What follows belongs to an exercise in optimizing a design on an open flow for small area and a short achievable clock period; a production flow would make more cautious choices.
Only simulation tests tie the RTL to the original design; equivalence was not proved.

== the previous run ==
==> module div, before the edit <==
module div (input logic [31:0] a, b, output logic [31:0] q, r);
	wire sa = a[31];
	wire sb = b[31];
	wire bz = ~|b;
	wire [31:0] n = sa ? -a : a;
	wire [31:0] d = sb ? -b : b;
	wire [7:0] nz;                        
	wire [15:0] nlz;                      
	genvar g;
	generate
		for (g = 0; g < 8; g = g + 1) begin : nib
			wire [3:0] v = d[4*g+3:4*g];
			assign nz[g] = |v;
			assign nlz[2*g+1:2*g] = v[3] ? 2'd0 : v[2] ? 2'd1 : v[1] ? 2'd2 : 2'd3;
		end
	endgenerate
	reg [2:0] nsel;                       
	always_comb begin
		casez (nz)
			8'b1???????: nsel = 3'd0;
			8'b01??????: nsel = 3'd1;
			8'b001?????: nsel = 3'd2;
			8'b0001????: nsel = 3'd3;
			8'b00001???: nsel = 3'd4;
			8'b000001??: nsel = 3'd5;
			8'b0000001?: nsel = 3'd6;
			default:     nsel = 3'd7;
		endcase
	end
	wire [2:0] nidx = 3'd7 - nsel;
	wire [1:0] lzn = nlz[2*nidx +: 2];
	wire [4:0] s = {nsel, lzn};
	wire [31:0] dsh = d << s;
	wire [31:0] dn = {1'b1, dsh[30:0]};
	wire [63:0] nn = {32'b0, n} << s;
	logic [33:0] S [0:32];
	logic [33:0] C [0:32];
	logic [32:0] pos, ng;               
	logic [31:0] qp, qn;
	assign S[0] = {2'b00, nn[63:32]};
	assign C[0] = 34'b0;
	assign pos[0] = 1'b1;               
	assign ng[0] = 1'b0;
	wire [4:0] zp = {2'b11, 1'b0, ~dn[30:29]};    
	wire [4:0] zn = {2'b00, 1'b1, dn[30:29]};     
	genvar j;
	generate
		for (j = 0; j < 32; j = j + 1) begin : step
			wire [3:0] est = S[j][33:30] + C[j][33:30];
			wire pos_s = ~est[3];
			wire ng_s = est[3] & ~&est[2:0];
			wire [33:0] x = {S[j][32:0], nn[31-j]};
			wire [33:0] y = {C[j][32:0], pos_s};
			wire [33:0] zf = pos[j] ? {2'b11, ~dn} : ng[j] ? {2'b00, dn} : 34'b0;
			wire [33:0] zs = pos_s ? {2'b11, ~dn} : ng_s ? {2'b00, dn} : 34'b0;
			wire [33:0] z = {zf[33:27], zs[26:0]};
			assign S[j+1] = x ^ y ^ z;
			wire [33:0] cy = (x & y) | (x & z) | (y & z);
			assign C[j+1] = {cy[32:0], 1'b0};
			assign qp[31-j] = (j == 31) ? pos[j] : pos_s;
			assign qn[31-j] = (j == 31) ? ng[j] : ng_s;
			wire [4:0] xt = S[j][32:28];
			wire [4:0] yt = C[j][32:28];
			wire p_p, n_p, p_n, n_n, p_z, n_z;
			srt_sel sel_p(xt, yt, zp, p_p, n_p);
			srt_sel sel_n(xt, yt, zn, p_n, n_n);
			srt_sel sel_z(xt, yt, 5'b0, p_z, n_z);
			assign pos[j+1] = pos[j] ? p_p : ng[j] ? p_n : p_z;
			assign ng[j+1]  = pos[j] ? n_p : ng[j] ? n_n : n_z;
		end
	endgenerate
	wire [33:0] sf = S[32];
	wire [33:0] cf = C[32];
	wire [33:0] a0 = sf + cf;                           
	wire neg = a0[33];
	wire [33:0] a1 = sf + cf + {2'b00, dn};             
	wire [33:0] na0 = ~sf + ~cf + 34'd2;                
	wire [33:0] na1 = ~sf + ~cf + {2'b11, ~dn} + 34'd3;  
	wire [33:0] rs = sa ? (neg ? na1 : na0) : (neg ? a1 : a0);
	wire [33:0] rsh = $signed(rs) >>> s;
	wire qs = sa ^ sb;
	wire [31:0] qx = qs ? qn : qp;
	wire [31:0] qy = qs ? qp : qn;
	wire [31:0] h0 = qx + ~qy + 32'd1;
	wire [31:0] h1 = qx + ~qy + {30'b0, qs, 1'b0};
	assign q = bz ? 32'hffffffff : neg ? h1 : h0;
	assign r = bz ? a : rsh[31:0];
endmodule
==> flow/config.mk <==
export PLATFORM = sky130hd
export DESIGN_NAME = mips
export DESIGN_NICKNAME = mips
export VERILOG_FILES = /design/flow/design.v
export SDC_FILE = /design/flow/constraint.sdc
export NUM_CORES = 4
export LEC_CHECK = 0
export CAP_MARGIN = 20
export CORE_MARGIN = 2
export CORE_UTILIZATION = 50
export PLACE_DENSITY = 0.62
export SLEW_MARGIN = 20
==> flow/constraint.sdc <==
create_clock -name core_clock -period 150.0 [get_ports {clk}]
set_input_delay 30.0000 -clock core_clock [delete_from_list [all_inputs] [get_ports {clk}]]
set_output_delay 30.0000 -clock core_clock [all_outputs]
set_load 0.01 [all_outputs]
run.sh (not shown) runs the stock make flow with config.mk's settings and CLKGATE_MAP_FILE= SYNTH_SCRIPT=/design/flow/synth_recipe.tcl, a recipe that flattens the netlist after the stock synthesis.
Relative to the previous run, the following input files were edited for the current run:
--- a/flow/design.v
+++ b/flow/design.v
@@ -5,12 +5,13 @@
 	wire bz = ~|b;
 	wire [31:0] n = sa ? -a : a;
 	wire [31:0] d = sb ? -b : b;
+	wire [31:0] d1 = b ^ {32{sb}};
 	wire [7:0] nz;                        
 	wire [15:0] nlz;                      
 	genvar g;
 	generate
 		for (g = 0; g < 8; g = g + 1) begin : nib
-			wire [3:0] v = d[4*g+3:4*g];
+			wire [3:0] v = d1[4*g+3:4*g];
 			assign nz[g] = |v;
 			assign nlz[2*g+1:2*g] = v[3] ? 2'd0 : v[2] ? 2'd1 : v[1] ? 2'd2 : 2'd3;
 		end
@@ -30,10 +31,13 @@
 	end
 	wire [2:0] nidx = 3'd7 - nsel;
 	wire [1:0] lzn = nlz[2*nidx +: 2];
-	wire [4:0] s = {nsel, lzn};
-	wire [31:0] dsh = d << s;
-	wire [31:0] dn = {1'b1, dsh[30:0]};
-	wire [63:0] nn = {32'b0, n} << s;
+	wire [4:0] s1 = {nsel, lzn};          
+	wire pow = sb & (d1 == (32'hffffffff >> s1)) & (|d1);
+	wire [4:0] s = s1 - {4'b0, pow};
+	wire [31:0] dsh = d << s1;            
+	wire [31:0] dn = pow ? 32'h80000000 : {1'b1, dsh[30:0]};
+	wire [63:0] nn1 = {32'b0, n} << s1;
+	wire [63:0] nn = pow ? {1'b0, nn1[63:1]} : nn1;
 	logic [33:0] S [0:32];
 	logic [33:0] C [0:32];
 	logic [32:0] pos, ng;               
[summary]
The higher initial antenna violation count came out of the current run.
Capture point of the critical path: register_file.r[10].q[14] -> the current run, register_file.r[4].q[16] -> the previous run
The current run: synthesized cell count about 1.8% above the previous run
The current run ended up with a higher maximum level of the CTS H-tree than the previous run did.
Going from the previous run to the current run, post-synthesis area per instance went down by 0.41%.

afterwards: timing with drivers on the ports:
How much do the figures lean on ideal ports? The routed layouts below were timed once more, with nothing changed but the port constraints. Step 1 sets driving cells, clkbuf_16 on the clock port and buf_2 on the other inputs (assumed; they add their load-dependent delay and slew). Step 2 also shifts input and output timing later by t, the mid clock arrival at the registers, as if the neighbouring blocks saw the same clock. a / b / c = ideal / step 1 / step 2; a / b = the first two.
run	t (ns)	setup slack, ns	hold slack, ns	worst setup path after step 2	worst data-port slew with drivers (ns)
the previous run	0.839	37.702 / 37.754 / 36.915	0.352 / 0.352 / 0.352	input to register	0.19
the current run	0.922	41.043 / 41.100 / 40.178	0.335 / 0.335 / 0.335	input to register	0.36
After both steps setup and hold are still met in every run listed. For the current run, which loses most, drivers alone change the setup slack by +0.057 ns; drivers and shift together by -0.865 ns.
